This design comes from an exercise in tuning for small area and a short achievable clock period on the open sky130 flow, not from production work.
Only simulation tests tie the RTL to the original design; equivalence was not proved.
No activity file was given, so power comes from the tool's default toggle rates.

[design/flow/flow/run.sh]
#!/bin/bash
# The standard layout, with the port buffers that global placement inserts
# made of the smallest plain buffer instead of the default choice.
set -euo pipefail
export BUFFER_PORTS_ARGS="-buffer_cell sky130_fd_sc_hd__buf_1"
bash standard.sh finish > standard_flow.log 2>&1
[design/flow/standard.sh]
#!/bin/bash
# synth_recipe.tcl (not shown) runs the flow's synth.tcl, then flattens the netlist and writes it again
# the make line also repeats each setting of config.mk as NAME=value (left out here)
make -C /OpenROAD-flow-scripts/flow DESIGN_CONFIG=/design/flow/config.mk WORK_HOME=/design/flow/orfs CLKGATE_MAP_FILE= SYNTH_SCRIPT=/design/flow/synth_recipe.tcl "${@:-finish}"
[design/flow/config.mk]
export PLATFORM = sky130hd
export DESIGN_NAME = alu_top
export DESIGN_NICKNAME = alu_top
export VERILOG_FILES = /design/flow/design.v
export SDC_FILE = /design/flow/constraint.sdc
export NUM_CORES = 4
export LEC_CHECK = 0
export ABC_AREA = 1
export CAP_MARGIN = 20
export CORE_MARGIN = 2
export CORE_UTILIZATION = 40
export CTS_BUF_LIST = sky130_fd_sc_hd__clkbuf_8
export SLEW_MARGIN = 60
[design/flow/constraint.sdc]
create_clock -name core_clock -period 24.0 [get_ports {clk}]
set_input_delay 4.8000 -clock core_clock [delete_from_list [all_inputs] [get_ports {clk}]]
set_output_delay 4.8000 -clock core_clock [all_outputs]
set_load 0.01 [all_outputs]
[design/flow/design.v]
module alu_top (
    input             clk,
    input      [7:0]  a_in,
    input      [7:0]  b_in,
    input      [3:0]  command_in,
    input             oe,
    output reg [15:0] d_out
);
    reg [7:0] a_q, b_q;
    reg [3:0] cmd_q;
    reg       oe_q;
    wire [15:0] alu_out;
    always @(posedge clk) begin
        a_q   <= a_in;
        b_q   <= b_in;
        cmd_q <= command_in;
        oe_q  <= oe;
        d_out <= alu_out;
    end
    alu u_alu (.a_in(a_q), .b_in(b_q), .command_in(cmd_q), .oe(oe_q), .d_out(alu_out));
endmodule

module alu ( input [7:0]a_in,b_in,input [3:0]command_in,input oe,output [15:0]d_out);
	wire [15:0] prod;
	wire [7:0] q;
	mul u_mul (.a(a_in), .b(b_in), .p(prod));
	div u_div (.a(a_in), .b(b_in), .q(q));
	wire [7:0] a = a_in;
	wire [7:0] b = b_in;
	wire [3:0] c = command_in;
	wire [15:0] dc = 16'd1 << c;
	wire t00 = dc[2] | dc[3] | dc[11] | dc[12] | dc[14];
	wire t01 = dc[0] | dc[3] | dc[11] | dc[13];
	wire t10 = dc[2] | dc[3] | dc[6] | dc[12] | dc[14];
	wire t11 = dc[0] | dc[3] | dc[6] | dc[11] | dc[12] | dc[13];
	wire cen = dc[0] | dc[1] | dc[2] | dc[3] | dc[6];
	wire cin = dc[1] | dc[2];
	wire [7:0] y;
	genvar k;
	generate
		for (k = 0; k < 8; k = k + 1) begin : g_y
			assign y[k] = a[k] ? (b[k] ? t11 : t10) : (b[k] ? t01 : t00);
		end
	endgenerate
	wire [8:0] full = {1'b0, a} + {1'b0, y} + {8'd0, cin};
	wire [7:0] sum = cen ? full[7:0] : (a ^ y);
	wire [8:0] cy = {full[8], 8'd0};
	wire bz = ~(|b);
	wire az = ~(|a);
	wire s_sum = oe & (dc[0] | dc[1] | dc[2] | dc[3] | dc[6] | dc[11] | dc[12] | dc[13] | dc[14] | dc[15]);
	wire s_co  = oe & (dc[0] | dc[1] | dc[6]);
	wire s_sub = oe & (dc[2] | dc[3]);
	wire s_mul = oe & dc[4];
	wire s_div = oe & dc[5];
	wire s_shr = oe & dc[7];
	wire s_ff  = oe & (dc[11] | dc[12] | dc[14]);
	wire hi = s_ff | (s_sub & ~cy[8]) | (s_div & bz);
	wire b0 = oe & ((dc[8] & ~az & ~bz) | (dc[9] & ~(az & bz)) | (dc[10] & az));
	wire [7:0] lo = ({8{s_sum}} & sum) | ({8{s_mul}} & prod[7:0]) | ({8{s_div}} & q)
	              | ({8{s_shr}} & {1'b0, a[7:1]}) | {7'd0, b0};
	assign d_out[7:0] = lo;
	assign d_out[8] = hi | (s_mul & prod[8]) | (s_co & cy[8]);
	assign d_out[15:9] = {7{hi}} | ({7{s_mul}} & prod[15:9]);
endmodule
module fa (input x, y, z, output s, c);
	assign s = x ^ y ^ z;
	assign c = (x & y) | (z & (x ^ y));
endmodule
module ha (input x, y, output s, c);
	assign s = x ^ y;
	assign c = x & y;
endmodule
module mul (input [7:0] a, b, output [15:0] p);
	wire [7:0] pp [0:7];
	genvar i, j;
	generate
		for (i = 0; i < 8; i = i + 1) begin : g_pp
			assign pp[i] = a & {8{b[i]}};
		end
	endgenerate
	wire [6:0] s [1:7];
	wire [6:0] c [1:7];
	generate
		for (j = 0; j < 7; j = j + 1) begin : g_r1
			ha h (.x(pp[0][j+1]), .y(pp[1][j]), .s(s[1][j]), .c(c[1][j]));
		end
		for (i = 2; i < 8; i = i + 1) begin : g_row
			for (j = 0; j < 7; j = j + 1) begin : g_col
				wire top = (j == 6) ? pp[i-1][7] : s[i-1][j+1];
				fa f (.x(top), .y(pp[i][j]), .z(c[i-1][j]), .s(s[i][j]), .c(c[i][j]));
			end
		end
	endgenerate
	assign p[0] = pp[0][0];
	generate
		for (i = 1; i < 8; i = i + 1) begin : g_lo
			assign p[i] = s[i][0];
		end
	endgenerate
	assign p[15:8] = {1'b0, pp[7][7], s[7][6:1]} + {1'b0, c[7][6:0]};
endmodule
module div (input [7:0] a, b, output [7:0] q);
	wire [9:0] b1 = {2'b00, b};
	wire [9:0] b2 = {1'b0, b, 1'b0};
	wire [7:0] rem [0:4];
	assign rem[4] = 8'd0;
	genvar k;
	generate
		for (k = 3; k >= 0; k = k - 1) begin : g_st
			localparam I = 2*k;
			localparam W = 8 - I;
			wire [W-1:0] t;
			if (W == 2) begin : g_t2
				assign t = a[I+1:I];
			end else begin : g_tn
				assign t = {rem[k+1][W-3:0], a[I+1:I]};
			end
			wire f1 = (b <= ((1 << W) - 1));
			wire f2 = (b <= ((1 << W) - 1) / 2);
			wire f3 = (b <= ((1 << W) - 1) / 3);
			wire [W:0] d1 = {1'b0, t} - {1'b0, b1[W-1:0]};
			wire [W:0] d2 = {1'b0, t} - {1'b0, b2[W-1:0]};
			wire [W-1:0] m3 = {b[W-2:0], 1'b0} + b[W-2:0];
			wire [W:0] d3 = {1'b0, t} - {1'b0, m3};
			wire ge1 = ~d1[W] & f1, ge2 = ~d2[W] & f2, ge3 = ~d3[W] & f3;
			assign q[I+1] = ge2;
			assign q[I] = ge3 | (ge1 & ~ge2);
			wire [W-1:0] r = ge3 ? d3[W-1:0] : ge2 ? d2[W-1:0] : ge1 ? d1[W-1:0] : t;
			if (W == 8) begin : g_r8
				assign rem[k] = r;
			end else begin : g_rn
				assign rem[k] = {{(8-W){1'b0}}, r};
			end
		end
	endgenerate
endmodule
==> reports/qor.csv, run 1 <==
metric;value;unit
synth_edf_count;0;
clk_latency;0.32;ns
synthesis.nets;986;
overflow;0;
die_h;125;um
finalHoldViolations;0;
critPathCaptureType;flop;
worstPathArrival;6.43;ns
setup_viol;0;
vias;5305;
grt_pass1_vias;5307;
synthCells;816;
htree_levels;2;
wl;16100;um
switching_share;45.7;%
path_buf_inv;4;
ctsHoldBuffers;0;
async_flop_share;0;%
vias_per_cell;5.13;
grt_pass1_wl;26900;um
multiInputGateArea;4540;um2
min_path_type;reg -> reg;
final_nets;1019;
p_leak;3.43;nW
areaGrowthSynthToFinish;8.34;%
seq_area_frac_synth;12.6;%
setup_tns;0;ns
p_comb_share;59.5;%
ys_ff_latch;37;
io_buffers;37;
rsz0062_at_grt;false;
dpl_cell_area;6240;um2
critical_path.max_fanout;15;
seqPwrFrac;22.5;%
initial_core_util;40.7;%
synthTopCellsByArea;ha_1 20%, fa_1 18%, dfxtp_1 13%;
max-slew-margin-rel;59.2;%
period_minus_slack;6.24;ns
fin_cells;1034;
crit_type;reg -> reg;
path_clk_slew;0.09;ns
drt_iter0_drc;399;
status;finished clean;
finalCritPeriodShare;26.0;%
ant_nets;0;
start_kind;flop;
synth_top_area_share;20.0;%
synth_commonest_cells;194 x nand2_1, 141 x inv_1, 94 x ha_1;
crit_family;simple AND/OR/NAND/NOR gates;
cts_tree;yes;
power.internal;0.180;mW
dp.cells;1026;
cap_violations;0;
finalClockSkew;0.0119;ns
rr_worst_depth;36;
slew_viol_final;0;
numCtsBuffers;5;
first_pass_iters;6;
layout-drive-gt1-share;5.53;%
cp_common_cell;nand2_1;
wl_per_cell;15.6;um
p_switching;0.152;mW
grt_max_degree;19;
cp.required;24.19;ns
pin_count;38;
antenna_found_initial;0;
yosysUniqueCellTypes;39;
cpPeakStageDelay;0.59;ns
cts_resized;0;
setup_slack;17.76;ns
cts_sinks;37;
fp-row-count;44;
fillers;1541;
yosysMostFrequentCell;nand2_1;
antennaDiodeCount;0;
whs_path_depth;2;
crit_cells;36;
yosysWarnings;3;
slowest_stage;dfxtp_2;
cts_root_buf;clkbuf_8;
post-route-util;44.1;%
yosysTopAreaCell;ha_1;
die_w;125;um
fin_area;6360;um2
remaining_drc_errors;0;
syn_avg_cell_area;7.19;um2
tightest_slew;0.610;ns
clk_path_buf_depth;2;
place.gp.congestion;0.920;
cts_setup_buffers;0;
track_usage;21.4;%
irDropWorstVdd;33.2;uV
dp_hpwl;12700;um
ys.flop_type;dfxtp_1;
core-area;14400;um2
power_density;52.2;nW/um2
synth_area;5870;um2
fmax;160;MHz
regArea;756;um2
post-place-ws;17.74;ns
die-area;15700;um2
p_clk_share;18.0;%
## layer usage
layer  vias up  routed length, um  track usage (%)
met5         -                  0                0
met4         0                436             7.12
met3        28                832             2.48
met2       142               7500             36.2
met1      2455               7320             28.5
li1       2680                  -                -
## path summary, 6_finish.rpt
check             startpoint  endpoint  slack (ns)
hold reg to reg         oe_q  d_out[0]        0.63
setup / recovery      b_q[2]  d_out[0]       17.76
setup reg to reg      b_q[2]  d_out[0]       17.76
hold / removal          oe_q  d_out[0]        0.63
## registers in the layout, summed over array words and instances (netlist names)
signal,cells
d_out,16
a_q,8
b_q,8
cmd_q,4
oe_q,1
## metrics by stage
stage               hold WS, ns  power [mW]
floorplan                 0.517       0.228
global placement          0.611       0.272
detailed placement        0.610       0.275
CTS                       0.624       0.337
global route              0.652       0.374
finish                    0.625       0.332
## cell families after synthesis
kind of cell,Yosys count,share of synthesized area (%)
and+or+nand+nor,311,22.2
buffers and inverters,159,10.3
adders and majority gates,148,38.5
AOI/OAI and AO/OA,142,13.6
DFF,37,12.6
xor gates and xnor gates,19,2.84
## worst reg2reg max path: cells and delay by family, from the launching register on
kind / cells / cell delay [ns]
AO/OA/AOI/OAI: 10 / 1.69
adder cells (fa/ha/maj): 4 / 1.35
buffers and inverters: 4 / 0.76
flip-flops: 1 / 0.59
AND/OR/NAND/NOR: 18 / 1.77
## cell usage in the layout (no fill, tap or decap), types with 2 or more instances in the layout
cell type	instances
a21o_1	2
a21oi_1	61
a31oi_1	5
buf_1	37
buf_4	6
clkbuf_8	6
dfxtp_1	25
dfxtp_2	12
fa_1	54
ha_1	94
inv_1	141
inv_2	2
nand2_1	194
nand2_2	6
nand3_1	38
nand3b_1	2
nand4_1	6
nor2_1	48
nor2_4	2
nor3_1	5
nor3b_1	2
o2111ai_1	2
o211ai_1	8
o21ai_0	39
o21ai_1	9
o21ai_2	3
o21bai_1	6
or2_2	4
xnor2_1	8
xor2_1	11
## power by group through the flow
| stage | clock network (mW) | registers [mW] | logic (mW) |
|---|---|---|---|
| CTS | 0.0621 | 0.0747 | 0.200 |
| global placement | 0 | 0.0758 | 0.197 |
| finish | 0.0598 | 0.0746 | 0.198 |
| floorplan | 0 | 0.0733 | 0.155 |
| global route | 0.0641 | 0.0756 | 0.234 |
| detailed placement | 0 | 0.0761 | 0.198 |
## layout make-up
class | instances | share of cell area [%]
repair buffers | 43 | 2.89
clock buffers | 6 | 1.30
multi-input cells | 620 | 71.4
well taps | 184 | 3.62
clock inverters | 2 | 0.531
flip-flops and latches | 37 | 11.9
inverters | 142 | 8.38
==> inputs of run 2 (changes only) <==
==> design/flow/run.sh (new file) <==
#!/bin/bash
# synth_recipe.tcl (not shown) runs the flow's synth.tcl, then flattens the netlist and writes it again
# the make line also repeats each setting of config.mk as NAME=value (left out here)
make -C /OpenROAD-flow-scripts/flow DESIGN_CONFIG=/design/flow/config.mk WORK_HOME=/design/flow/orfs CLKGATE_MAP_FILE= SYNTH_SCRIPT=/design/flow/synth_recipe.tcl finish
removed: design/flow/flow/run.sh
removed: design/flow/standard.sh
==> run 2 against run 1 <==
Effect of this change:
- maximum frequency grew 1.8%
- sequential share of layout area fell by 0.57 points
- die area stayed put
- first-iteration DRC count is 16% higher
- highest routed layer unchanged
- cell area is 4.3% higher
- sequential power fell by 2%
- clock-buffer cell count decreased by 1
- combinational power is 4% higher
- critical endpoint unchanged
==> reports/qor.csv, run 2 <==
metric;value;unit;change
status;finished clean;;
grt_pass1_vias;5247;;-1.1%
initial_core_util;40.7;%;unchanged
die_h;125;um;unchanged
track_usage;21.2;%;-0.19 points
fp-row-count;44;;unchanged
grt_pass1_wl;26600;um;-0.87%
seq_area_frac_synth;12.6;%;unchanged
setup_tns;0;ns;unchanged
top_regs;d_out (16), a_q (8), b_q (8);;
cap_violations;0;;unchanged
regMostFlops;d_out;;
dp_hpwl;12900;um;+1.5%
setup_viol;0;;unchanged
yosysTopAreaCell;ha_1;;
numCtsBuffers;5;;unchanged
final_nets;1022;;+0.29%
syn_avg_cell_area;7.19;um2;unchanged
finalCritPeriodShare;25.5;%;-0.47 points
final_common_cell;nand2_1;;
slowest_stage;inv_1;;
fmax;163;MHz;+1.8%
cts_resized;0;;unchanged
ys_ff_latch;37;;unchanged
clk_latency;0.32;ns;about the same
critPathCaptureType;flop;;
place.gp.congestion;0.938;;+2.0%
yosysUniqueCellTypes;39;;unchanged
synth_commonest_cells;194 x nand2_1, 141 x inv_1, 94 x ha_1;;
cpPeakStageDelay;0.42;ns;-0.17 ns
cp_common_cell;nand2_1;;
crit_family;compound AO/OA/AOI/OAI gates;;
remaining_drc_errors;0;;unchanged
overflow;0;;unchanged
die-area;15700;um2;unchanged
ctsHoldBuffers;0;;unchanged
worstPathArrival;6.38;ns;-0.05 ns
synth_edf_count;0;;unchanged
synthesis.nets;986;;unchanged
synth_top_area_share;20.0;%;unchanged
cts_root_buf;clkbuf_8;;
critical_path.max_fanout;15;;unchanged
finalHoldViolations;0;;unchanged
clk_path_buf_depth;2;;unchanged
cp.required;24.26;ns;+0.07 ns
path_buf_inv;5;;+1
start_kind;flop;;
path_clk_slew;0.09;ns;about the same
fillers;1491;;-3.2%
antenna_found_initial;0;;unchanged
synthCells;816;;unchanged
slew_viol_final;0;;unchanged
io_buffers;37;;unchanged
rsz0062_at_grt;false;;
areaGrowthSynthToFinish;13.0;%;
multiInputGateArea;4550;um2;+0.22%
p_leak;3.55;nW;+3.4%
htree_levels;2;;unchanged
min_path_type;reg -> reg;;
power_density;52.3;nW/um2;about the same
final_cell_mix;194 x nand2_1, 140 x inv_1, 94 x ha_1;;
grt_use_met2;34.9;%;-1.3 points
ys.flop_type;dfxtp_1;;
cts_tree;yes;;
layout-drive-gt1-share;5.86;%;+0.33 points
vias;5334;;+0.55%
dp.cells;1029;;+0.29%
die_w;125;um;unchanged
largest_reg_flops;16;;unchanged
grtUsageMet1;28.9;%;+0.37 points
ant_nets;0;;unchanged
wl;16100;um;about the same
pin_count;38;;unchanged
yosysWarnings;3;;unchanged
regArea;751;um2;-0.66%
first_pass_iters;5;;-1
use_met3;2.65;%;+0.17 points
crit_type;reg -> reg;;
synthTopCellsByArea;ha_1 20%, fa_1 18%, dfxtp_1 13%;;
irDropWorstVdd;34.4;uV;+3.7%
async_flop_share;0;%;unchanged
vias_per_cell;5.14;;+0.26%
tightest_slew;0.547;ns;-0.0636 ns
max-slew-margin-rel;63.4;%;+4.3 points
core-area;14400;um2;unchanged
grt-busiest-layer;met2;;
antennaDiodeCount;0;;unchanged
wl_per_cell;15.5;um;-0.28%
cts_sinks;37;;unchanged
period_minus_slack;6.13;ns;-0.113 ns
fin_cells;1037;;+0.29%
finalClockSkew;0.0100;ns;-0.00192 ns
grt_max_degree;19;;unchanged
synth_area;5870;um2;unchanged
cts_setup_buffers;0;;unchanged
drt_iter0_drc;464;;+16%
yosysMostFrequentCell;nand2_1;;
## run 2: cell count changes in the layout (fill, tap and decap cells not counted), moves of 2 or more
cell and change:
dfxtp_2 -4, dfxtp_1 +4, nor2_2 +2, nor2_1 -2, clkdlybuf4s50_1 +37, buf_1 -37
buf_4 +2
## run 2: layer usage
metal  vias to the layer above  routed length [um]
li1                       2686                   -
met1                      2467                7320
met2                       152                7490
met3                        29                 810
met4                         0                 469
met5                         -                   0
## run 2: final cells by class
type | instances | share of cell area, %
multi-input cells | 620 | 68.6
flip-flops and latches | 37 | 11.3
inverters | 142 | 8.04
repair buffers | 46 | 6.57
well taps | 184 | 3.47
clock buffers | 5 | 1.04
clock inverters | 3 | 0.981
## run 2: logic make-up after synthesis
| logic type | after synthesis | synth area share (%) |
|---|---|---|
| simple gates | 311 | 22.2 |
| buf+inv | 159 | 10.3 |
| fa+ha+maj | 148 | 38.5 |
| compound gates | 142 | 13.6 |
| flops | 37 | 12.6 |
| xor+xnor | 19 | 2.84 |
## run 2: worst register-to-register path: cells and delay by family, from the launching register on
kind	cells	cell delay [ns]
compound gates	12	1.81
simple gates	17	1.65
fa+ha+maj	4	1.31
buf+inv	5	1.00
flops	1	0.32
## run 2: power breakdown
part           leakage (nW)  internal (mW)  switching (mW)
Clock                0.0681         0.0413          0.0271
Sequential            0.309         0.0667         0.00634
Combinational          3.17         0.0863           0.119
## run 2: stage by stage
step / utilization, % / power (mW) / setup WS, ns / hold WS [ns] / cell area, um2
5_1_grt: 46.0 / 0.391 / 17.21 / 0.649 / 6630
3_3_place_gp: 44.8 / 0.279 / 17.73 / 0.608 / 6460
2_1_floorplan: - / 0.228 / 18.51 / 0.517 / 5870
3_5_place_dp: 45.0 / 0.281 / 17.83 / 0.620 / 6490
6_report: 46.0 / 0.346 / 17.87 / 0.613 / 6630
4_1_cts: 45.9 / 0.353 / 17.78 / 0.630 / 6620
## run 2: worst paths after layout
kind	from	end	slack, ns	cells past startpoint
worst max register to register	b_q[2]	d_out[0]	17.87	38
worst max-delay path	b_q[2]	d_out[0]	17.87	38
worst min register to register	oe_q	d_out[0]	0.61	2
worst min-delay path	oe_q	d_out[0]	0.61	2
==> inputs of run 3 (changes only) <==
==> design/flow/flow/run.sh (new file) <==
#!/bin/bash
# The standard layout with two changes: synthesis leaves arithmetic to ABC
# instead of extracting full/half adder cells (ADDER_MAP_FILE empty), and
# the port buffers that global placement inserts use the smallest buffer.
set -euo pipefail
export BUFFER_PORTS_ARGS="-buffer_cell sky130_fd_sc_hd__buf_1"
bash standard.sh ADDER_MAP_FILE= finish > standard_flow.log 2>&1
==> design/flow/standard.sh (new file) <==
#!/bin/bash
# synth_recipe.tcl (not shown) runs the flow's synth.tcl, then flattens the netlist and writes it again
# the make line also repeats each setting of config.mk as NAME=value (left out here)
make -C /OpenROAD-flow-scripts/flow DESIGN_CONFIG=/design/flow/config.mk WORK_HOME=/design/flow/orfs CLKGATE_MAP_FILE= SYNTH_SCRIPT=/design/flow/synth_recipe.tcl "${@:-finish}"
removed: design/flow/run.sh
==> run 3 against run 2 <==
Effect of this change:
- clock power fell by 19%
- clock skew down 0.0030 ns
- sequential power barely moved
- cell area down 8.3%
- still clean on timing, DRC and antenna
- critical path depth down 37
- register-to-register slack better by 1.4 ns
- critical path type is now reg -> out
- global-route usage grew 2.7 points
- wire length grew 13%
==> reports/qor.csv, run 3 <==
metric;value;unit;change
first_pass_iters;6;;+1
critical_path.max_fanout;1;;-14
ys.flop_type;dfxtp_1;;
die-area;15200;um2;-2.7%
cts_root_buf;clkbuf_8;;
ctsHoldBuffers;0;;unchanged
top_regs;d_out (16), a_q (8), b_q (8);;
startpoint;d_out[14];;
largest_reg_flops;16;;unchanged
remaining_drc_errors;0;;unchanged
synth_edf_count;0;;unchanged
post-route-util;43.8;%;-2.2 points
cp_cell_sequence;buf_1;;
layout-drive-gt1-share;8.95;%;+3.1 points
setup_viol;0;;unchanged
numCtsBuffers;5;;unchanged
tightest_slew;0.604;ns;+0.0567 ns
synth_top_area_share;25.8;%;+5.8 points
vias;6945;;+30%
fmax;179;MHz;+9.8%
slowest_stage;dfxtp_1;;
wl_per_cell;14.2;um;-8.3%
cts_sinks;37;;unchanged
die_h;123;um;-1.4%
clk_latency;0.30;ns;-0.02 ns
track_usage;23.9;%;+2.7 points
pin_count;38;;unchanged
path_buf_inv;1;;-4
start_kind;flop;;
cap_violations;0;;unchanged
core-area;13900;um2;-3.8%
path_clk_slew;0.08;ns;about the same
finalHoldViolations;0;;unchanged
crit_cells;1;;-97%
yosysUniqueCellTypes;54;;+38%
drt_iter0_drc;566;;+22%
min_path_type;reg -> reg;;
p_leak;3.34;nW;-5.8%
seq_area_frac_synth;13.0;%;+0.36 points
setup_slack;18.42;ns;+0.545 ns
final_common_cell;nand2_1;;
rsz0062_at_grt;false;;
worstPathArrival;0.78;ns;-5.60 ns
synthesis.nets;1099;;+11%
synth_commonest_cells;392 x nand2_1, 138 x nand3_1, 105 x inv_1;;
synthTopCellsByArea;nand2_1 26%, dfxtp_1 13%, nand3_1 12%;;
crit_type;reg -> out;;
irDropWorstVdd;28.5;uV;-17%
crit_family;flip-flops;;
reg2reg_to;d_out[0];;
synth_area;5700;um2;-2.8%
ant_nets;0;;unchanged
place.gp.congestion;0.937;;-0.16%
antennaDiodeCount;0;;unchanged
grt_pass1_vias;5953;;+13%
syn_avg_cell_area;5.30;um2;-26%
areaGrowthSynthToFinish;6.60;%;
vias_per_cell;5.45;;+5.9%
grt_pass1_wl;28800;um;+7.9%
finalCritPeriodShare;23.3;%;-2.3 points
endpoint;d_out[14];;
rr_worst_depth;32;;-16%
grt_max_degree;26;;+7
period_minus_slack;5.58;ns;-0.545 ns
yosysWarnings;3;;unchanged
wl;18100;um;+13%
yosysMostFrequentCell;nand2_1;;
clk_path_buf_depth;2;;unchanged
final_nets;1116;;+9.2%
critPathCaptureType;output pin;;
yosysTopAreaCell;nand2_1;;
htree_levels;2;;unchanged
fillers;1592;;+6.8%
io_buffers;37;;unchanged
synthCells;1077;;+32%
regMostFlops;d_out;;
post-place-ws;18.73;ns;+0.907 ns
setup_tns;0;ns;unchanged
cts_tree;yes;;
reg2reg_from;b_q[2];;
status;finished clean;;
slew_viol_final;0;;unchanged
cpPeakStageDelay;0.33;ns;-0.09 ns
die_w;123;um;-1.4%
ys_ff_latch;37;;unchanged
antenna_found_initial;0;;unchanged
power_density;47.6;nW/um2;-9.0%
fp-row-count;43;;-2.3%
final_cell_mix;392 x nand2_1, 138 x nand3_1, 104 x inv_1;;
max-slew-margin-rel;59.7;%;-3.7 points
initial_core_util;41.1;%;+0.41 points
finalClockSkew;0.00701;ns;-0.00302 ns
overflow;0;;unchanged
cts_setup_buffers;0;;unchanged
cp.required;19.20;ns;-5.06 ns
dp_hpwl;13800;um;+7.5%
cts_resized;0;;unchanged
rrSetupSlack;19.26;ns;+1.39 ns
whs_path_depth;2;;unchanged
async_flop_share;0;%;unchanged
==> run 3: changes by cell type after synthesis, moves of 16 or more <==
cell / delta
fa_1: -54
inv_1: -36
a21oi_1: -26
nand3_1: +100
nand4_1: +16
nand2_1: +198
ha_1: -94
nor2_1: +23
nand2_2: +19
inv_2: +16
==> run 3: power breakdown <==
part           internal, mW  leakage [nW]  switching (mW)
registers            0.0662         0.309         0.00702
logic                0.0527          2.97           0.108
clock network        0.0308        0.0595          0.0245
total                 0.150          3.34           0.140
==> run 3: layer usage <==
metal,wire length [um],share of wire [%],track usage [%]
met4,474,2.6,6.68
met5,0,0,0
met1,8340,46,32.4
met3,1300,7.2,3.41
met2,8020,44,39.4
==> run 3: metrics by stage <==
step                      instances  hold WS, ns  power (mW)  instance area [um2]
after global routing           1275        0.645       0.316                 6080
final                          1275        0.623       0.289                 6080
after floorplan                1077        0.493       0.200                 5700
after detailed placement       1267        0.600       0.233                 5960
after CTS                      1275        0.619       0.289                 6070
after global placement         1267        0.604       0.231                 5940
==> run 3: cells by family (layout without fill, tap and decap cells) <==
family / count (synthesis) / count (layout) / share of synthesized area (%)
XOR/XNOR: 22 / 22 / 3.38
buffers and inverters: 157 / 175 / 11.2
AO/OA/AOI/OAI: 143 / 143 / 15.1
adder cells (fa/ha/maj): 2 / 2 / 0.373
flip-flops: 37 / 37 / 13.0
AND/OR/NAND/NOR: 716 / 716 / 57.0
==> run 3: worst min-delay path by stage <==
stage,startpoint,endpoint,slack (ns)
4_1_cts,oe_q,d_out[8],0.62
3_5_place_dp,oe_q,d_out[8],0.60
6_report,oe_q,d_out[8],0.62
3_3_place_gp,oe_q,d_out[8],0.60
2_1_floorplan,oe_q,d_out[8],0.49
5_1_grt,oe_q,d_out[8],0.65
==> run 3: final cells by class <==
class,count,area [um2],share of cell area [%]
multi-input combinational,883,4340,71.4
clock buffer,5,68.8,1.13
inverter,124,465,7.65
sequential,37,752,12.4
timing repair buffer,43,184,3.02
tap,180,225,3.70
clock inverter,3,42.5,0.700
==> run 3: tightest hold or removal path, stage by stage (launching register included) <==
cell	delay, ns
dfxtp_1	0.33
nand4_1	0.15
nand3_1	0.08
==> inputs of run 4 (changes only) <==
==> design/flow/flow/run.sh (replaced) <==
#!/bin/bash
# The standard layout with three changes:
#  - synthesis leaves arithmetic to ABC instead of extracting full/half adder
#    cells (ADDER_MAP_FILE empty);
#  - ABC maps with flow/abc_area.script, which sizes gates against a delay
#    target instead of upsizing every path as far as it goes;
#  - the port buffers that global placement inserts use the smallest buffer.
set -euo pipefail
rm -rf scripts_abc
cp -r "$FLOW_HOME/scripts" scripts_abc
cp flow/abc_area.script scripts_abc/abc_area.script
export SCRIPTS_DIR="$PWD/scripts_abc"
export BUFFER_PORTS_ARGS="-buffer_cell sky130_fd_sc_hd__buf_1"
bash standard.sh ADDER_MAP_FILE= finish > standard_flow.log 2>&1
==> design/flow/flow/abc_area.script (new file) <==
strash
dch
map -B 0.9
topo
stime -c
upsize -c -D 3500
dnsize -c -D 3500
==> run 4 against run 3 <==
Effect of this change:
- still clean on timing, DRC and antenna
- synthesized cell count is 3.1% lower
- wire length is 2.1% lower
- clock power down 4.2%
- first-iteration DRC count grew 0.18%
- sequential cell count did not move
- clock skew hardly changed
- synthesized area shrank 5.4%
- setup slack gained 0.018 ns
- cell area shrank 1.9%
- final cell count stayed put
- largest power group unchanged
==> reports/qor.csv, run 4 <==
metric;value;unit;change
period_minus_slack;5.56;ns;-0.0177 ns
ctsHoldBuffers;0;;unchanged
clk_latency;0.29;ns;about the same
critical_path.max_fanout;1;;unchanged
startpoint;d_out[3];;
cts_resized;0;;unchanged
wl_per_cell;13.9;um;-2.1%
remaining_drc_errors;0;;unchanged
regMostFlops;d_out;;
grt_use_met2;39.8;%;+0.42 points
status;finished clean;;
async_flop_share;0;%;unchanged
max-slew-margin-rel;61.3;%;+1.6 points
antenna_found_initial;0;;unchanged
grtUsageMet1;34.9;%;+2.5 points
overflow;0;;unchanged
grt_pass1_wl;29300;um;+1.8%
core-area;13200;um2;-5.0%
numCtsBuffers;5;;unchanged
first_pass_iters;8;;+2
htree_levels;2;;unchanged
dpl_cell_area;5850;um2;-1.9%
synthCells;1044;;-3.1%
vias_per_cell;5.52;;+1.3%
cts_sinks;37;;unchanged
slowest_stage;dfxtp_1;;
cap_violations;0;;unchanged
final_cell_mix;406 x nand2_1, 145 x nand3_1, 109 x clkinv_1;;
fmax;180;MHz;+0.32%
setup_tns;0;ns;unchanged
crit_type;reg -> out;;
synthesis.nets;1066;;-3.0%
top_regs;d_out (16), a_q (8), b_q (8);;
antennaDiodeCount;0;;unchanged
irDropWorstVdd;42.5;uV;+49%
drt_iter0_drc;567;;+0.18%
final_common_cell;nand2_1;;
rsz0062_at_grt;false;;
reg2reg_from;b_q[6];;
yosysMostFrequentCell;nand2_1;;
min_from;oe_q;;
dp.cells;1267;;unchanged
syn_avg_cell_area;5.17;um2;-2.4%
path_clk_slew;0.08;ns;about the same
cp.required;19.20;ns;about the same
cts_tree;yes;;
finalHoldViolations;0;;unchanged
finalClockSkew;0.00741;ns;+0.000408 ns
setup_slack;18.44;ns;+0.0177 ns
synthTopCellsByArea;nand2_1 28%, dfxtp_1 14%, nand3_1 13%;;
cpPeakStageDelay;0.32;ns;about the same
synth_area;5400;um2;-5.4%
ys.flop_type;dfxtp_1;;
die-area;14400;um2;-5.2%
ant_nets;0;;unchanged
die_h;120;um;-2.6%
crit_family;flip-flops;;
yosysWarnings;3;;unchanged
grt_pass1_vias;6034;;+1.4%
dp_hpwl;13600;um;-1.3%
cts_setup_buffers;0;;unchanged
largest_reg_flops;16;;unchanged
grt-busiest-layer;met2;;
critPathCaptureType;output pin;;
place.gp.congestion;0.932;;-0.56%
final_nets;1120;;+0.36%
finalCritPeriodShare;23.2;%;-0.074 points
pin_count;38;;unchanged
yosysUniqueCellTypes;43;;-20%
cp_cell_sequence;buf_1;;
areaGrowthSynthToFinish;10.6;%;
yosysTopAreaCell;nand2_1;;
fp-row-count;42;;-2.3%
track_usage;24.9;%;+1.0 points
start_kind;flop;;
wl;17800;um;-2.1%
clk_path_buf_depth;2;;unchanged
use_met3;3.80;%;+0.39 points
synth_commonest_cells;406 x nand2_1, 145 x nand3_1, 109 x clkinv_1;;
path_buf_inv;1;;unchanged
layout-drive-gt1-share;6.37;%;-2.6 points
tightest_slew;0.579;ns;-0.0249 ns
setup_viol;0;;unchanged
vias;7033;;+1.3%
worstPathArrival;0.76;ns;-0.02 ns
seq_area_frac_synth;13.7;%;+0.74 points
ys_ff_latch;37;;unchanged
synth_top_area_share;28.2;%;+2.4 points
io_buffers;37;;unchanged
post-place-ws;18.76;ns;+0.0221 ns
synth_edf_count;0;;unchanged
fin_area;5970;um2;-1.9%
total_power;0.283;mW;-2.1%
fin_cells;1275;;unchanged
cts_root_buf;clkbuf_8;;
p_leak;2.92;nW;-12%
grt_max_degree;25;;-3.8%
power_density;47.5;nW/um2;-0.24%
initial_core_util;40.9;%;-0.17 points
die_w;120;um;-2.6%
min_path_type;reg -> reg;;
slew_viol_final;0;;unchanged
run 4: stage by stage:
| step | util (%) | hold WS, ns |
|---|---|---|
| 5_1_grt | 45.2 | 0.622 |
| 4_1_cts | 45.2 | 0.598 |
| 3_5_place_dp | 44.3 | 0.582 |
| 2_1_floorplan | - | 0.497 |
| 6_report | 45.2 | 0.616 |
| 3_3_place_gp | 44.2 | 0.592 |
run 4: path summary, 6_finish.rpt:
| kind | to | slack [ns] | cells past startpoint |
|---|---|---|---|
| max | d_out[3] | 18.44 | 1 |
| min reg2reg | d_out[8] | 0.62 | 2 |
| min | d_out[8] | 0.62 | 2 |
| max reg2reg | d_out[0] | 19.36 | 33 |
run 4: kinds of logic (layout without fill, tap and decap cells):
logic type | count (synthesis) | after routing | synth area share [%]
AND/OR/NAND/NOR | 716 | 716 | 57.8
AO/OA/AOI/OAI | 143 | 143 | 15.8
buffers and inverters | 124 | 179 | 8.67
flip-flops | 37 | 37 | 13.7
XOR/XNOR | 22 | 22 | 3.57
adder cells (fa/ha/maj) | 2 | 2 | 0.394
run 4: final cells by class:
type | count | area, um2
inverter | 124 | 468
timing repair buffer | 47 | 214
clock inverter | 3 | 42.5
clock buffer | 5 | 68.8
sequential | 37 | 748
tap | 176 | 220
multi-input combinational | 883 | 4210
fill | 1523 | 7220
run 4: where the power goes:
| part | switching (mW) | leakage [nW] | total (mW) | internal, mW |
|---|---|---|---|---|
| combinational | 0.108 | 2.55 | 0.159 | 0.0516 |
| sequential | 0.00485 | 0.309 | 0.0711 | 0.0662 |
| clock | 0.0222 | 0.0595 | 0.0530 | 0.0307 |
run 4: metal layers:
layer | vias to the layer above | part of all wire, %
li1 | 3615 | -
met1 | 3128 | 46
met2 | 261 | 44
met3 | 29 | 7.9
met4 | 0 | 2.1
met5 | - | 0
==> inputs of run 5 (changes only) <==
==> design/flow/flow/abc_area.script (replaced) <==
strash
dch
map -B 0.9
topo
stime -c
upsize -c -D 3750
dnsize -c -D 3750
==> run 5 against run 4 <==
Effect of this change:
- maximum frequency hardly changed
- worst hold slack better by 0.011 ns
- sequential cell count stayed put
- register-to-register slack worse by 0.34 ns
- largest cell class unchanged
- global-route usage is 0.14 points lower
- core utilization is 0.54 points lower
==> reports/qor.csv, run 5 <==
metric;value;unit;change
status;finished clean;;
slew_viol_final;0;;unchanged
vias_per_cell;5.48;;-0.69%
htree_levels;2;;unchanged
cp_cell_sequence;buf_1;;
rsz0062_at_grt;false;;
numCtsBuffers;5;;unchanged
setup_tns;0;ns;unchanged
largest_reg_flops;16;;unchanged
post-place-ws;18.76;ns;-0.000100 ns
seq_area_frac_synth;13.9;%;+0.19 points
cpPeakStageDelay;0.32;ns;about the same
final_nets;1121;;+0.089%
fin_area;5870;um2;-1.6%
reg2reg_to;d_out[0];;
fmax;180;MHz;about the same
drt_iter0_drc;584;;+3.0%
worstPathArrival;0.76;ns;about the same
place.gp.congestion;0.948;;+1.8%
rrSetupSlack;19.02;ns;-0.34 ns
final_cell_mix;418 x nand2_1, 149 x nand3_1, 116 x clkinv_1;;
io_buffers;37;;unchanged
dpl_cell_area;5780;um2;-1.2%
tightest_slew;0.583;ns;+0.00479 ns
yosysMostFrequentCell;nand2_1;;
core-area;13100;um2;-0.40%
die_h;119;um;-0.67%
wl;17600;um;-0.79%
overflow;0;;unchanged
max-slew-margin-rel;60.8;%;-0.48 points
areaGrowthSynthToFinish;10.3;%;
track_usage;24.8;%;-0.14 points
fp-row-count;42;;unchanged
yosysTopAreaCell;nand2_1;;
cts_root_buf;clkbuf_8;;
period_minus_slack;5.56;ns;-0.00450 ns
pin_count;38;;unchanged
cts_resized;0;;unchanged
finalCritPeriodShare;23.2;%;about the same
synthTopCellsByArea;nand2_1 29%, nand3_1 14%, dfxtp_1 14%;;
vias;6990;;-0.61%
irDropWorstVdd;32.3;uV;-24%
synthesis.nets;1066;;unchanged
total_power;0.271;mW;-4.2%
clk_latency;0.29;ns;about the same
grt_pass1_wl;29100;um;-0.50%
reg2reg_from;b_q[2];;
syn_avg_cell_area;5.10;um2;-1.4%
whs_path_depth;2;;unchanged
clk_path_buf_depth;2;;unchanged
cts_sinks;37;;unchanged
ant_nets;0;;unchanged
path_clk_slew;0.08;ns;about the same
min_from;oe_q;;
min_path_type;reg -> reg;;
synthCells;1044;;unchanged
start_kind;flop;;
ctsHoldBuffers;0;;unchanged
rr_worst_depth;35;;+6.1%
antenna_found_initial;0;;unchanged
cp.required;19.20;ns;about the same
holdPathEnd;d_out[8];;
layout-drive-gt1-share;4.55;%;-1.8 points
ys_ff_latch;37;;unchanged
crit_family;flip-flops;;
top_regs;d_out (16), a_q (8), b_q (8);;
finalHoldViolations;0;;unchanged
power_density;46.2;nW/um2;-2.7%
whs;0.627;ns;+0.0106 ns
crit_cells;1;;unchanged
slowest_stage;dfxtp_1;;
synth_top_area_share;29.5;%;+1.2 points
remaining_drc_errors;0;;unchanged
wl_per_cell;13.8;um;-0.87%
die_w;119;um;-0.67%
dp_hpwl;13500;um;-0.93%
grt_max_degree;25;;unchanged
grt_pass1_vias;6063;;+0.48%
ys.flop_type;dfxtp_1;;
path_buf_inv;1;;unchanged
post-route-util;44.7;%;-0.54 points
critPathCaptureType;output pin;;
initial_core_util;40.5;%;-0.41 points
setup_slack;18.44;ns;+0.00450 ns
regMostFlops;d_out;;
yosysWarnings;3;;unchanged
setup_viol;0;;unchanged
synth_area;5320;um2;-1.4%
cap_violations;0;;unchanged
die-area;14200;um2;-1.3%
cts_setup_buffers;0;;unchanged
async_flop_share;0;%;unchanged
yosysUniqueCellTypes;36;;-16%
first_pass_iters;7;;-1
critical_path.max_fanout;1;;unchanged
p_leak;2.88;nW;-1.5%
fin_cells;1276;;+0.078%
synth_commonest_cells;418 x nand2_1, 149 x nand3_1, 116 x clkinv_1;;
crit_type;reg -> out;;
dp.cells;1268;;+0.079%
cts_tree;yes;;
antennaDiodeCount;0;;unchanged
final_common_cell;nand2_1;;
synth_edf_count;0;;unchanged
finalClockSkew;0.00587;ns;-0.00154 ns
==> run 5: layout make-up <==
class                      instances  area (um2)
clock buffer                       5        68.8
tap                              176         220
timing repair buffer              48         221
inverter                         124         465
multi-input combinational        883        4130
fill                            1498        7260
clock inverter                     3        21.3
sequential                        37         747
==> run 5: routing by layer <==
layer | vias up | track usage, % | share of wire (%)
li1 | 3606 | - | -
met4 | 0 | 6.99 | 2.3
met1 | 3062 | 34.2 | 45
met3 | 30 | 3.26 | 7.7
met5 | - | 0 | 0
met2 | 292 | 40.4 | 45
==> run 5: logic make-up (layout without fill, tap and decap cells) <==
logic type | after synthesis | in the layout | synth area share [%]
AOI/OAI and AO/OA | 143 | 143 | 15.8
xor gates and xnor gates | 22 | 22 | 3.62
adders and majority gates | 2 | 2 | 0.376
buffers and inverters | 124 | 180 | 8.74
DFF | 37 | 37 | 13.9
and+or+nand+nor | 716 | 716 | 57.6
==> run 5: worst max path at each step <==
stage | start | to
final | d_out[13] | d_out[13]
after global placement | d_out[0] | d_out[0]
after detailed placement | d_out[13] | d_out[13]
after CTS | d_out[13] | d_out[13]
after floorplan | d_out[0] | d_out[0]
after global routing | d_out[1] | d_out[1]
==> run 5: power breakdown <==
part | total [mW] | internal, mW | switching (mW) | leakage (nW)
clock | 0.0436 | 0.0206 | 0.0231 | 0.0445
sequential | 0.0707 | 0.0662 | 0.00458 | 0.309
combinational | 0.157 | 0.0509 | 0.106 | 2.53
==> inputs of run 6 (changes only) <==
==> design/flow/flow/abc_area.script (replaced) <==
strash
dch -f
map -B 0.9
topo
stime -c
upsize -c -D 4000
dnsize -c -D 4000
==> run 6 against run 5 <==
Effect of this change:
- clock skew increased by 0.0077 ns
- global-route usage is 1.5 points higher
- sequential power about the same
- die area shrank 1.1%
- maximum frequency is essentially flat
- first-iteration DRC count fell by 3.1%
- critical endpoint is now d_out[15]
==> reports/qor.csv, run 6 <==
metric;value;unit;change
status;finished clean;;
crit_type;reg -> out;;
p_clk_share;16.2;%;about the same
synth-simple-area-share;55.6;%;-1.9 points
regArea;747;um2;unchanged
worstPathArrival;0.76;ns;about the same
final_common_cell;nand2_1;;
largest_reg_flops;16;;unchanged
htree_levels;2;;unchanged
min_from;oe_q;;
finalClockSkew;0.0136;ns;+0.00773 ns
crit_family;flip-flops;;
path_buf_inv;1;;unchanged
grt_max_degree;22;;-12%
ctsHoldBuffers;0;;unchanged
tightest_slew;0.569;ns;-0.0147 ns
reg2reg_from;b_q[1];;
wl_per_cell;14.6;um;+5.7%
seqPwrFrac;26.1;%;about the same
post-route-util;45.6;%;+0.93 points
numCtsBuffers;5;;unchanged
yosysUniqueCellTypes;33;;-8.3%
synthMuxAreaShare;0;%;unchanged
yosysTopAreaCell;nand2_1;;
yosys.area_share.adder;0.190;%;-0.19 points
synthesis.nets;1056;;-0.94%
p_leak;2.80;nW;-2.7%
wl;18400;um;+4.4%
cts_resized;0;;unchanged
remaining_drc_errors;0;;unchanged
cts_root_buf;clkbuf_8;;
grt_pass1_vias;6259;;+3.2%
grt_pass1_wl;30200;um;+3.7%
synthCells;1034;;-0.96%
finalHoldViolations;0;;unchanged
synthTopCellsByArea;nand2_1 29%, dfxtp_1 14%, nand3_1 13%;;
rrSetupSlack;19.10;ns;+0.08 ns
synth_commonest_cells;405 x nand2_1, 136 x nand3_1, 106 x clkinv_1;;
layout-drive-gt1-share;4.22;%;-0.32 points
cpPeakStageDelay;0.31;ns;about the same
setup_viol;0;;unchanged
cts_setup_buffers;0;;unchanged
place.gp.congestion;0.977;;+3.0%
synth_edf_count;0;;unchanged
power_density;46.8;nW/um2;+1.3%
total_power;0.272;mW;+0.11%
seq_area_frac_synth;14.1;%;+0.16 points
finalCritPeriodShare;23.2;%;about the same
yosysMostFrequentCell;nand2_1;;
start_kind;flop;;
setup_tns;0;ns;unchanged
power.internal;0.137;mW;-0.69%
vias;6995;;+0.072%
multiInputGateArea;4120;um2;-0.33%
final_cell_mix;405 x nand2_1, 136 x nand3_1, 106 x clkinv_1;;
ant_nets;0;;unchanged
cap_violations;0;;unchanged
yosysWarnings;3;;unchanged
synthXorXnorAreaFrac;5.16;%;+1.5 points
p_comb_share;57.7;%;about the same
regMostFlops;d_out;;
antennaDiodeCount;0;;unchanged
track_usage;26.2;%;+1.5 points
rsz0062_at_grt;false;;
overflow;0;;unchanged
pin_count;38;;unchanged
critical_path.max_fanout;1;;unchanged
synth_area;5260;um2;-1.1%
fp-row-count;41;;-2.4%
syn_avg_cell_area;5.09;um2;-0.15%
irDropWorstVdd;35.3;uV;+9.0%
post-place-ws;18.75;ns;-0.00360 ns
slowest_stage;dfxtp_1;;
max-slew-margin-rel;61.7;%;+0.88 points
synth_compound_area_share;16.8;%;+1.1 points
io_buffers;37;;unchanged
antenna_found_initial;0;;unchanged
clk_latency;0.31;ns;+0.02 ns
fmax;180;MHz;about the same
synth_top_family_by_area;simple AND/OR/NAND/NOR gates;;
die_w;119;um;-0.54%
core-area;12700;um2;-3.2%
drt_iter0_drc;566;;-3.1%
fin_area;5810;um2;-1.2%
initial_core_util;41.4;%;+0.86 points
clk_path_buf_depth;2;;unchanged
final_nets;1110;;-0.98%
switching_share;49.7;%;+0.41 points
die_h;119;um;-0.54%
ys.flop_type;dfxtp_1;;
async_flop_share;0;%;unchanged
cts_tree;yes;;
synth_top_area_share;28.9;%;-0.60 points
slew_viol_final;0;;unchanged
dpl_cell_area;5710;um2;-1.3%
period_minus_slack;5.56;ns;+0.000900 ns
min_path_type;reg -> reg;;
cp.required;19.20;ns;about the same
top_regs;d_out (16), a_q (8), b_q (8);;
dp_hpwl;14000;um;+3.4%
critPathCaptureType;output pin;;
cts_sinks;37;;unchanged
path_clk_slew;0.08;ns;about the same
cp_cell_sequence;buf_1;;
p_switching;0.135;mW;+0.94%
vias_per_cell;5.55;;+1.3%
die-area;14100;um2;-1.1%
ys_ff_latch;37;;unchanged
startpoint;d_out[15];;
fillers;1508;;+0.67%
areaGrowthSynthToFinish;10.3;%;about the same
first_pass_iters;7;;unchanged
setup_slack;18.44;ns;-0.000900 ns
## run 6: changes by cell type after synthesis, moves of 8 or more
cell	previous run	this run
clkinv_1	116	106
nand2_1	418	405
nand3_1	149	136
nand3b_1	18	7
nor2_1	74	90
nor3_1	16	7
o21ai_0	61	80
xor2_1	16	24
## run 6: logic make-up (layout without fill, tap and decap cells)
logic type,Yosys count,count (layout)
buffers and inverters,114,169
AND/OR/NAND/NOR,693,693
adder cells (fa/ha/maj),1,1
AO/OA/AOI/OAI,158,158
XOR/XNOR,31,31
flip-flops,37,37
## run 6: final cells by class
type                    instances  share of cell area [%]
inverters                     114                    7.37
flip-flops and latches         37                    12.9
clock buffers                   5                    1.19
well taps                     172                    3.71
multi-input cells             883                    70.9
clock inverters                 3                   0.302
repair buffers                 47                    3.69
## run 6: final timing paths
path               end  cells after the start
max          d_out[15]                      1
min           d_out[8]                      4
max reg2reg   d_out[1]                     31
min reg2reg   d_out[8]                      4
## run 6: routing by layer
metal	GRT usage (%)	part of all wire (%)	vias up
met5	0	0	-
met4	10.6	3.3	0
met3	5.50	8.9	49
met2	41.6	43	303
met1	34.6	44	3067
li1	-	-	3576
## run 6: power by group through the flow
stage	Combinational (mW)	Sequential [mW]	Clock, mW
2_1_floorplan	0.117	0.0745	0
3_3_place_gp	0.153	0.0720	0
3_5_place_dp	0.154	0.0721	0
4_1_cts	0.155	0.0707	0.0450
5_1_grt	0.180	0.0716	0.0476
6_report	0.157	0.0709	0.0439
## run 6: stage by stage
| stage | cells | hold WS [ns] |
|---|---|---|
| 4_1_cts | 1261 | 0.669 |
| 5_1_grt | 1261 | 0.738 |
| 2_1_floorplan | 1034 | 0.557 |
| 3_3_place_gp | 1253 | 0.637 |
| 3_5_place_dp | 1253 | 0.652 |
| 6_report | 1261 | 0.676 |
## run 6: tightest hold or removal path: stages (launching register included)
cell	delay (ns)
dfxtp_1	0.35
clkinv_1	0.07
nor2_1	0.04
nand2_1	0.09
nand3_1	0.07
==> inputs of run 7 (changes only) <==
==> design/flow/flow/abc_area.script (replaced) <==
strash
dc2
dch -f
map -B 0.9
topo
stime -c
upsize -c -D 4000
dnsize -c -D 4000
==> run 7 against run 6 <==
Effect of this change:
- worst hold slack got worse by 0.11 ns
- power decreased by 2.5%
- die area decreased by 5.2%
- global-route usage decreased by 0.64 points
- wire length decreased by 10%
- sequential power increased by 2%
- non-clock buffer count decreased by 4
- sequential cell count unchanged
==> reports/qor.csv, run 7 <==
metric;value;unit;change
status;finished clean;;
fillers;1368;;-9.3%
top_regs;d_out (16), a_q (8), b_q (8);;
synth_edf_count;0;;unchanged
antennaDiodeCount;0;;unchanged
finalCritPeriodShare;23.7;%;+0.55 points
final_common_cell;nand2_1;;
reg2reg_to;d_out[1];;
dpl_cell_area;5390;um2;-5.6%
irDropWorstVdd;31.1;uV;-12%
vias;6403;;-8.5%
rrSetupSlack;18.89;ns;-0.21 ns
setup_tns;0;ns;unchanged
ant_nets;0;;unchanged
wl;16500;um;-10%
grt_max_degree;21;;-4.5%
yosysTopAreaCell;nand2_1;;
io_buffers;37;;unchanged
place.gp.congestion;0.943;;-3.5%
cts_root_buf;clkbuf_8;;
ys.flop_type;dfxtp_1;;
async_flop_share;0;%;unchanged
tightest_slew;0.552;ns;-0.0164 ns
pin_count;38;;unchanged
cap_violations;0;;unchanged
p_leak;2.64;nW;-5.9%
wl_per_cell;14.1;um;-3.7%
critPathCaptureType;output pin;;
finalClockSkew;0.0131;ns;-0.000520 ns
ctsHoldBuffers;0;;unchanged
synthesis.nets;980;;-7.2%
grt_pass1_vias;5877;;-6.1%
drt_iter0_drc;521;;-8.0%
syn_avg_cell_area;5.20;um2;+2.1%
cts_sinks;37;;unchanged
power_density;48.1;nW/um2;+2.8%
post-route-util;45.6;%;about the same
dp_hpwl;12600;um;-9.5%
cts_resized;0;;unchanged
htree_levels;2;;unchanged
whs_path_depth;2;;-2
cts_setup_buffers;0;;unchanged
synth-simple-area-share;53.3;%;-2.3 points
yosysMostFrequentCell;nand2_1;;
holdPathEnd;d_out[8];;
largest_reg_flops;16;;unchanged
vias_per_cell;5.44;;-1.9%
crit_type;reg -> out;;
synth_top_area_share;29.2;%;+0.29 points
die_w;116;um;-2.6%
die_h;116;um;-2.6%
grt-busiest-layer;met2;;
first_pass_iters;5;;-2
slowest_stage;dfxtp_1;;
synth_commonest_cells;387 x nand2_1, 128 x nand3_1, 112 x clkinv_1;;
synthXorXnorAreaFrac;4.22;%;-0.94 points
path_buf_inv;1;;unchanged
grt_pass1_wl;27500;um;-9.1%
overflow;0;;unchanged
rr_worst_depth;34;;+9.7%
cpPeakStageDelay;0.40;ns;+0.09 ns
ys_ff_latch;37;;unchanged
yosysWarnings;3;;unchanged
yosysUniqueCellTypes;39;;+18%
fin_area;5500;um2;-5.2%
synth_compound_area_share;18.3;%;+1.5 points
seq_area_frac_synth;14.9;%;+0.80 points
layout-drive-gt1-share;3.57;%;-0.66 points
grt_use_met2;42.7;%;+1.1 points
crit_family;flip-flops;;
worstPathArrival;0.89;ns;+0.13 ns
min_from;oe_q;;
yosys.area_share.adder;0.402;%;+0.21 points
clk_path_buf_depth;2;;unchanged
setup_viol;0;;unchanged
finalHoldViolations;0;;unchanged
start_kind;flop;;
grtUsageMet1;33.3;%;-1.4 points
slew_viol_final;0;;unchanged
fmax;176;MHz;-2.3%
reg2reg_from;b_q[3];;
synthMuxAreaShare;0;%;unchanged
clk_latency;0.31;ns;about the same
cp_cell_sequence;buf_1;;
period_minus_slack;5.69;ns;+0.131 ns
path_clk_slew;0.09;ns;about the same
areaGrowthSynthToFinish;10.5;%;
core-area;12100;um2;-5.2%
final_nets;1030;;-7.2%
synth_area;4980;um2;-5.4%
antenna_found_initial;0;;unchanged
numCtsBuffers;5;;unchanged
regMostFlops;d_out;;
synthCells;958;;-7.4%
track_usage;25.6;%;-0.64 points
min_path_type;reg -> reg;;
final_cell_mix;387 x nand2_1, 128 x nand3_1, 112 x clkinv_1;;
use_met3;4.76;%;-0.74 points
cp.required;19.20;ns;about the same
cts_tree;yes;;
max-slew-margin-rel;63.1;%;+1.4 points
fp-row-count;40;;-2.4%
initial_core_util;41.3;%;-0.089 points
synth_top_family_by_area;simple AND/OR/NAND/NOR gates;;
synthTopCellsByArea;nand2_1 29%, dfxtp_1 15%, nand3_1 13%;;
critical_path.max_fanout;1;;unchanged
remaining_drc_errors;0;;unchanged
die-area;13400;um2;-5.2%
rsz0062_at_grt;false;;
-- run 7: cell count changes in the layout (fill, tap and decap cells not counted), moves of 8 or more --
cell / delta
nand2_1: -18
nand3_1: -8
nand3b_1: +12
nand4_1: -8
nor2_1: -39
o21ai_0: -14
o22ai_1: +8
-- run 7: cell type report --
cell class	count	area [um2]	area share, %
Timing Repair Buffer	43	184	3.34
Multi-Input combinational cell	804	3810	69.2
Tap cell	168	210	3.82
Clock inverter	3	42.5	0.773
Inverter	117	439	7.98
Clock buffer	5	68.8	1.25
Sequential cell	37	749	13.6
-- run 7: cells by family after synthesis --
kind of cell,count (synthesis)
flip-flops,37
buffers and inverters,117
adder cells (fa/ha/maj),2
AO/OA/AOI/OAI,157
AND/OR/NAND/NOR,621
XOR/XNOR,24
-- run 7: routing by layer --
metal | wire, um | vias to the layer above
met4 | 489 | 0
met3 | 1160 | 39
met2 | 7420 | 219
met1 | 7470 | 2833
met5 | 0 | -
li1 | - | 3312
-- run 7: metrics by stage --
step                      power, mW  hold slack (ns)  setup WS, ns  cells
after global placement        0.208            0.552         18.66   1169
final                         0.265            0.568         18.31   1177
after floorplan               0.178            0.500         18.87    958
after CTS                     0.265            0.574         18.31   1177
after global routing          0.292            0.622         18.28   1177
after detailed placement      0.209            0.562         18.67   1169
-- run 7: worst max-delay path by stage --
stage,start,depth (start not counted),slack (ns),endpoint
after floorplan,d_out[0],0,18.87,d_out[0]
after global placement,d_out[0],1,18.66,d_out[0]
after detailed placement,d_out[0],1,18.67,d_out[0]
after CTS,d_out[0],1,18.31,d_out[0]
after global routing,d_out[0],1,18.28,d_out[0]
final,d_out[0],1,18.31,d_out[0]
-- run 7: report_power, final --
part           internal (mW)  switching (mW)  total [mW]
Clock                 0.0308          0.0247      0.0555
Combinational         0.0457          0.0915       0.137
Sequential            0.0661         0.00592      0.0721
==> inputs of run 8 (changes only) <==
--- a/design/flow/config.mk
+++ b/design/flow/config.mk
@@ -8,6 +8,6 @@
 export ABC_AREA = 1
 export CAP_MARGIN = 20
 export CORE_MARGIN = 2
-export CORE_UTILIZATION = 40
+export CORE_UTILIZATION = 60
 export CTS_BUF_LIST = sky130_fd_sc_hd__clkbuf_8
 export SLEW_MARGIN = 60
==> run 8 against run 7 <==
Effect of this change:
- still clean on timing, DRC and antenna
- via count grew 5.7%
- sequential cell count is the same
- clock power shrank 16%
- die area fell by 32%
- first-iteration DRC count up 33%
- clock-buffer cell count rose by 1
- global-route usage grew 12 points
- largest power group unchanged
==> reports/qor.csv, run 8 <==
metric;value;unit;change
initial_core_util;61.2;%;+20 points
final_common_cell;nand2_1;;
finalCritPeriodShare;23.2;%;-0.50 points
rrSetupSlack;18.84;ns;-0.05 ns
finalClockSkew;0.00643;ns;-0.00666 ns
ys.flop_type;dfxtp_1;;
remaining_drc_errors;0;;unchanged
startpoint;d_out[14];;
power.internal;0.135;mW;-5.4%
cts_resized;0;;unchanged
wl_per_cell;15.4;um;+9.4%
pin_count;38;;unchanged
cp_cell_sequence;buf_1;;
setup_viol;0;;unchanged
core-area;8130;um2;-33%
synthesis.nets;980;;unchanged
cp.required;19.20;ns;about the same
regMostFlops;d_out;;
crit_type;reg -> out;;
die_h;95.1;um;-18%
syn_avg_cell_area;5.20;um2;unchanged
p_comb_share;53.9;%;+2.1 points
overflow;0;;unchanged
rsz0062_at_grt;false;;
io_buffers;37;;unchanged
multiInputGateArea;3800;um2;-0.26%
cpPeakStageDelay;0.33;ns;-0.07 ns
p_clk_share;17.9;%;-3.1 points
cap_violations;0;;unchanged
track_usage;38.0;%;+12 points
clk_latency;0.29;ns;-0.02 ns
areaGrowthSynthToFinish;8.24;%;
grtUsageMet1;46.1;%;+13 points
p_leak;2.62;nW;-0.79%
synth_edf_count;0;;unchanged
die_w;95.1;um;-18%
fmax;179;MHz;+2.1%
async_flop_share;0;%;unchanged
reg2reg_to;d_out[0];;
top_regs;d_out (16), a_q (8), b_q (8);;
crit_cells;1;;unchanged
crit_family;flip-flops;;
antennaDiodeCount;0;;unchanged
htree_levels;2;;unchanged
period_minus_slack;5.57;ns;-0.119 ns
endpoint;d_out[14];;
regArea;751;um2;+0.17%
power_density;48.3;nW/um2;+0.33%
synthCells;958;;unchanged
max-slew-margin-rel;61.8;%;-1.4 points
synth_area;4980;um2;unchanged
ant_nets;0;;unchanged
fillers;818;;-40%
slew_viol_final;0;;unchanged
tightest_slew;0.573;ns;+0.0204 ns
fp-row-count;33;;-18%
critical_path.max_fanout;1;;unchanged
final_cell_mix;387 x nand2_1, 128 x nand3_1, 112 x clkinv_1;;
ctsHoldBuffers;0;;unchanged
clk_path_buf_depth;2;;unchanged
seq_area_frac_synth;14.9;%;unchanged
antenna_found_initial;0;;unchanged
final_nets;1029;;-0.097%
irDropWorstVdd;37.4;uV;+20%
dp_hpwl;12900;um;+1.7%
drt_iter0_drc;694;;+33%
grt_pass1_wl;27500;um;about the same
grt_use_met2;63.4;%;+21 points
fin_cells;1113;;-5.4%
switching_share;48.1;%;+2.0 points
vias_per_cell;6.08;;+12%
seqPwrFrac;28.1;%;+0.9 points
first_pass_iters;7;;+2
slowest_stage;dfxtp_1;;
min_path_type;reg -> reg;;
cts_root_buf;clkbuf_8;;
synth_commonest_cells;387 x nand2_1, 128 x nand3_1, 112 x clkinv_1;;
path_buf_inv;1;;unchanged
p_switching;0.125;mW;+2.5%
layout-drive-gt1-share;3.37;%;-0.19 points
largest_reg_flops;16;;unchanged
ys_ff_latch;37;;unchanged
worstPathArrival;0.77;ns;-0.12 ns
yosysMostFrequentCell;nand2_1;;
grt_max_degree;21;;unchanged
grt-busiest-layer;met2;;
path_clk_slew;0.08;ns;about the same
synthTopCellsByArea;nand2_1 29%, dfxtp_1 15%, nand3_1 13%;;
setup_tns;0;ns;unchanged
grt_pass1_vias;6152;;+4.7%
reg2reg_from;b_q[3];;
rr_worst_depth;36;;+5.9%
cts_setup_buffers;0;;unchanged
cts_sinks;37;;unchanged
dp.cells;1105;;-5.5%
yosysWarnings;3;;unchanged
die-area;9040;um2;-32%
cts_tree;yes;;
wl;17100;um;+3.4%
start_kind;flop;;
status;finished clean;;
numCtsBuffers;5;;unchanged
synth_top_area_share;29.2;%;unchanged
yosysTopAreaCell;nand2_1;;
place.gp.congestion;1.03;;+9.5%
yosysUniqueCellTypes;39;;unchanged
critPathCaptureType;output pin;;
vias;6770;;+5.7%
finalHoldViolations;0;;unchanged
use_met3;8.70;%;+3.9 points
run 8: metrics by stage:
stage / total power [mW] / setup WS, ns / util [%] / area [um2] / hold slack, ns
6_report: 0.260 / 18.43 / 66.3 / 5390 / 0.559
5_1_grt: 0.285 / 18.30 / 66.3 / 5390 / 0.591
4_1_cts: 0.256 / 18.42 / 66.2 / 5390 / 0.556
3_5_place_dp: 0.210 / 18.75 / 65.1 / 5290 / 0.543
3_3_place_gp: 0.205 / 18.77 / 64.9 / 5280 / 0.530
2_1_floorplan: 0.178 / 18.87 / - / 4980 / 0.500
run 8: cells by family after synthesis:
group / share of synthesized area, %
simple gates: 53.3
xor+xnor: 4.22
fa+ha+maj: 0.402
flops: 14.9
buf+inv: 8.82
compound gates: 18.3
run 8: per-layer routing:
layer  vias to the layer above  wire [um]
met5                         -          0
met4                         0        736
met3                        86       1810
met2                       363       7790
met1                      3009       6780
li1                       3312          -
run 8: worst min-delay path by stage:
stage,from,to,cells after the start
2_1_floorplan,oe_q,d_out[8],2
3_3_place_gp,oe_q,d_out[8],2
3_5_place_dp,oe_q,d_out[8],2
4_1_cts,oe_q,d_out[8],2
5_1_grt,oe_q,d_out[8],2
6_report,oe_q,d_out[8],2
run 8: layout make-up:
class,instances,share of cell area (%)
multi-input combinational,804,70.5
sequential,37,13.9
inverter,117,8.15
timing repair buffer,42,3.20
tap,105,2.44
clock buffer,6,1.53
clock inverter,2,0.255
run 8: power by group through the flow:
| stage | logic (mW) | registers [mW] | clock network [mW] |
|---|---|---|---|
| 3_5_place_dp | 0.136 | 0.0741 | 0 |
| 4_1_cts | 0.137 | 0.0726 | 0.0472 |
| 5_1_grt | 0.160 | 0.0737 | 0.0504 |
| 3_3_place_gp | 0.131 | 0.0737 | 0 |
| 2_1_floorplan | 0.104 | 0.0742 | 0 |
| 6_report | 0.140 | 0.0732 | 0.0467 |

==> re-timing with driven ports <==
In the flow no input, the clock included, has a driving cell. The finished layouts below were timed again as built, in two steps.
Step 1 assumes that a clkbuf_16 drives the clock port and a buf_2 every other input.
Step 2 times the ports against the registers' clock, not the clock port: input delays grow and output delays shrink by t, the midpoint of the rising clock arrivals with the driver on.
a / b / c = ideal ports / drivers / drivers and shift; a / b = the first two.
run | shift t [ns] | slack for setup (ns) | worst setup path at the end | slew at the worst register clock pin (ns) | worst data-port slew with drivers (ns)
run 1 | 0.348 | 17.762 / 17.762 / 17.762 | register to register | 0.09 / 0.09 | 0.03
run 2 | 0.348 | 17.875 / 17.875 / 17.875 | register to register | 0.09 / 0.09 | 0.03
run 3 | 0.329 | 18.419 / 18.386 / 18.715 | register to output | 0.08 / 0.08 | 0.03
run 4 | 0.320 | 18.437 / 18.404 / 18.724 | register to output | 0.08 / 0.08 | 0.03
run 5 | 0.323 | 18.441 / 18.410 / 18.733 | register to output | 0.08 / 0.08 | 0.03
run 6 | 0.330 | 18.441 / 18.410 / 18.739 | register to output | 0.08 / 0.08 | 0.04
run 7 | 0.336 | 18.309 / 18.276 / 18.612 | register to output | 0.09 / 0.09 | 0.03
run 8 | 0.316 | 18.428 / 18.401 / 18.717 | register to output | 0.08 / 0.08 | 0.04
After both steps setup and hold are still met in every run listed.
